This is an optimization exercise on Yosys and OpenROAD, whose aim is small area and a short achievable clock period, not a production implementation.
Function was checked by simulation only, so behaviour that the tests miss may differ from the original.

Setup of run A:
// fp32_adder_tree_8_inputs
module fp32_adder_tree_8_inputs (
    input wire clk,
    input wire rst_n,
    input wire [127:0] dvr_fp32addtree8to1_s0,
    input wire [127:0] dvr_fp32addtree8to1_s1,
    input wire [2:0] cru_fp32addtree8to1,
    output wire [127:0] dr_fp32addtree8to1_d
);
Size in the first run: about 5100 cells after synthesis, about 35 flip-flops, roughly 390 I/O pins, ~31000 um2 of cells after synthesis.
clock: 64.0 ns
lec_check: 0
abc_area: 1
cap_margin: 20
core_margin: 2
core_utilization: 40
slew_margin: 20
standard.sh (not shown) runs the stock make flow with config.mk's settings and CLKGATE_MAP_FILE= SYNTH_SCRIPT=/design/flow/synth_recipe.tcl, a recipe that flattens the netlist after the stock synthesis.
==> flow/flow/run.sh <==
#!/bin/bash
# Layout flow: ORFS, with two changes to its synthesis script and a setup
# margin for timing repair.
#  - synthesis: Yosys's generic synth step runs without its quick ABC pass, so
#    the full adders written in the RTL reach extract_fa as written (no
#    inverters around them); the final ABC mapping uses flow/abc.script.
#  - layout: standard steps; repair_timing aims at SETUP_SLACK_MARGIN; the
#    port buffers are the platform's smallest buffer.
# Each tool's output goes to ORFS's own logs (orfs/logs/...); make's output to flow.log.
set -euo pipefail
HERE=$(pwd)
FL=$HERE/flow
source $FL/params.sh
sed -e 's#^source \$::env(SCRIPTS_DIR)/synth_preamble.tcl#&\nset abc_args [lreplace $abc_args 1 1 '"$FL"'/abc.script]#' \
    -e 's#synth -top \$::env(DESIGN_NAME) -run fine: {\*}\$synth_full_args#& -noabc#' \
    $FLOW_HOME/scripts/synth.tcl > $HERE/my_synth.tcl
grep -q -- '-noabc' $HERE/my_synth.tcl
grep -q 'abc.script\]' $HERE/my_synth.tcl
sed -e "s#source \$::env(SCRIPTS_DIR)/synth.tcl#source $HERE/my_synth.tcl#" synth_recipe.tcl > my_synth_recipe.tcl
grep -q my_synth.tcl my_synth_recipe.tcl
sed -e "s#SYNTH_SCRIPT=[^ ]*#SYNTH_SCRIPT=$HERE/my_synth_recipe.tcl#" standard.sh > my_standard.sh
grep -q my_synth_recipe.tcl my_standard.sh
export SETUP_SLACK_MARGIN=$MARGIN
# every port still gets a buffer, the smallest one
export BUFFER_PORTS_ARGS="${PORTBUF:--buffer_cell sky130_fd_sc_hd__buf_1}"
bash my_standard.sh finish > flow.log 2>&1
==> flow/flow/abc.script <==
strash
dch
map -B 0.9
strash
dc2
dch
map -B 0.9
topo
stime -c
buffer -c
upsize -c
dnsize -c
==> flow/flow/params.sh <==
MARGIN=36
==> flow/flow/recover.tcl <==
# Sourced by ORFS after global routing (POST_GLOBAL_ROUTE_TCL), with the
# global-route parasitics estimated.
# Area recovery: try each upsized cell at smaller drive strengths and keep the
# change if the worst setup slack does not get worse, the cell's own worst slack
# stays at least REC_GUARD ns above it, and no slew/capacitance check fails.
proc rec_wns {} { return [expr {[sta::worst_slack_cmd max] * 1e9}] }
proc rec_inst_slack {iname} {
  set s 1e30
  foreach p [get_pins -of_objects [get_cells $iname]] {
    set v [get_property $p slack_max]
    if {$v ne "" && $v < $s} { set s $v }
  }
  return $s
}
set guard [expr {[info exists ::env(REC_GUARD)] ? $::env(REC_GUARD) : 1.0}]
set db [ord::get_db]
set block [ord::get_db_block]
set wns0 [rec_wns]
set viol0 [expr {[sta::max_slew_violation_count] + [sta::max_capacitance_violation_count]}]
puts "recover: start WNS $wns0 viol $viol0 guard $guard"
set masters {}
foreach lib [$db getLibs] { foreach m [$lib getMasters] { lappend masters [$m getName] } }
set tried 0; set changed 0
foreach inst [$block getInsts] {
  set mname [[$inst getMaster] getName]
  if {![regexp {^sky130_fd_sc_hd__(.+)_(\d+)$} $mname -> base drv]} continue
  if {$drv <= 1} continue
  if {[regexp {^(df|sdf|edf|dl|clk|tap|fill|decap|conb|lpflow|probe)} $base]} continue
  set iname [$inst getName]
  if {[rec_inst_slack $iname] < $wns0 + $guard} continue
  set cands {}
  foreach d {0 1 2 4 6 8 12 16} {
    if {$d >= $drv} break
    set c "sky130_fd_sc_hd__${base}_$d"
    if {[lsearch -exact $masters $c] >= 0} { lappend cands $c }
  }
  foreach c $cands {
    incr tried
    replace_cell $iname $c
    set w [rec_wns]
    set v [expr {[sta::max_slew_violation_count] + [sta::max_capacitance_violation_count]}]
    if {$w >= $wns0 - 1e-6 && $v <= $viol0 && [rec_inst_slack $iname] >= $wns0 + $guard} { incr changed; break }
    replace_cell $iname $mname
  }
}
puts "recover: tried $tried changed $changed WNS [rec_wns]"
Run A: flow completed, timing, DRC and antenna clean
> inputs changed (run A -> run B)
--- a/flow/flow/abc.script
+++ b/flow/flow/abc.script
@@ -3,5 +3,4 @@
 map -B 0.9
 strash
-dc2
 dch
 map -B 0.9
==> flow/flow/params.sh <==
MARGIN=35
removed: flow/flow/recover.tcl
Results
Relative to run A, synthesized-area fraction occupied by adder cells has decreased by 0.35 points in run B. Summary of run B over run A: overall die width went up, global-route usage rose by 0.27 points. Relative to run A, run B degrades number of vias after detailed routing. On count of clock-buffer cells in the layout, the lower figure sits with run A, not run B.
> inputs changed (run B -> run C)
--- a/flow/flow/abc.script
+++ b/flow/flow/abc.script
@@ -1,6 +1,8 @@
 strash
+dc2
 dch
 map -B 0.9
 strash
+dc2
 dch
 map -B 0.9
==> flow/flow/params.sh <==
MARGIN=36
==> flow/flow/recover.tcl (new file) <==
# Sourced by ORFS after global routing (POST_GLOBAL_ROUTE_TCL), with the
# global-route parasitics estimated.
# Area recovery: try each upsized cell at smaller drive strengths and keep the
# change if the worst setup slack does not get worse, the cell's own worst slack
# stays at least REC_GUARD ns above it, and no slew/capacitance check fails.
proc rec_wns {} { return [expr {[sta::worst_slack_cmd max] * 1e9}] }
proc rec_inst_slack {iname} {
  set s 1e30
  foreach p [get_pins -of_objects [get_cells $iname]] {
    set v [get_property $p slack_max]
    if {$v ne "" && $v < $s} { set s $v }
  }
  return $s
}
set guard [expr {[info exists ::env(REC_GUARD)] ? $::env(REC_GUARD) : 1.0}]
set db [ord::get_db]
set block [ord::get_db_block]
set wns0 [rec_wns]
set viol0 [expr {[sta::max_slew_violation_count] + [sta::max_capacitance_violation_count]}]
puts "recover: start WNS $wns0 viol $viol0 guard $guard"
set masters {}
foreach lib [$db getLibs] { foreach m [$lib getMasters] { lappend masters [$m getName] } }
set tried 0; set changed 0
foreach inst [$block getInsts] {
  set mname [[$inst getMaster] getName]
  if {![regexp {^sky130_fd_sc_hd__(.+)_(\d+)$} $mname -> base drv]} continue
  if {$drv <= 1} continue
  if {[regexp {^(df|sdf|edf|dl|clk|tap|fill|decap|conb|lpflow|probe)} $base]} continue
  set iname [$inst getName]
  if {[rec_inst_slack $iname] < $wns0 + $guard} continue
  set cands {}
  foreach d {0 1 2 4 6 8 12 16} {
    if {$d >= $drv} break
    set c "sky130_fd_sc_hd__${base}_$d"
    if {[lsearch -exact $masters $c] >= 0} { lappend cands $c }
  }
  foreach c $cands {
    incr tried
    replace_cell $iname $c
    set w [rec_wns]
    set v [expr {[sta::max_slew_violation_count] + [sta::max_capacitance_violation_count]}]
    if {$w >= $wns0 - 1e-6 && $v <= $viol0 && [rec_inst_slack $iname] >= $wns0 + $guard} { incr changed; break }
    replace_cell $iname $mname
  }
}
puts "recover: tried $tried changed $changed WNS [rec_wns]"
Run C: flow completed, timing, DRC and antenna clean
In terms of initial standard-cell utilization of the core, run C and run B differ only marginally.
Sequential fraction of total cell area was lower in the run labelled run C.
Relative to run B, routed via count has decreased by 664 in run C.
Going from run B to run C, synthesized cell area shrinks by 2.1%.
| average footprint of a synthesized cell | run C vs run B | about 1.6% higher |
Against run B, finished layout cell area in run C rose by a few percent.
The end of the critical path comes out sum_qn[0] in one run and sum_qn[8] in the other, namely in run B and run C respectively.
Comparing run B and run C, cell count after synthesis is lower on run C.

==> afterwards: timing with drivers on the ports <==
The results above use ideal ports. As a check the final layouts listed here were re-extracted and re-timed, cells and wires unchanged.
Step 1: set_driving_cell puts a clkbuf_16 on clk and a buf_2 on each other input, an assumption about the parent block.
Step 2 times the ports against the registers' clock, not the clock port: input delays grow and output delays shrink by t, the midpoint of the rising clock arrivals with the driver on.
Slacks: no drivers / after step 1 / after step 2; pairs: no drivers / after step 1.
| run | shift t [ns] | setup slack, ns | worst setup path at the end |
|---|---|---|---|
| run A | 0.306 | 36.752 / 36.763 / 36.456 | input to register |
| run B | 0.307 | 36.022 / 36.006 / 35.699 | input to register |
| run C | 0.320 | 36.086 / 36.102 / 35.782 | input to register |
After both steps setup and hold are still met in every run listed. For run B, which loses most, drivers alone change the setup slack by -0.016 ns; drivers and shift together by -0.323 ns.
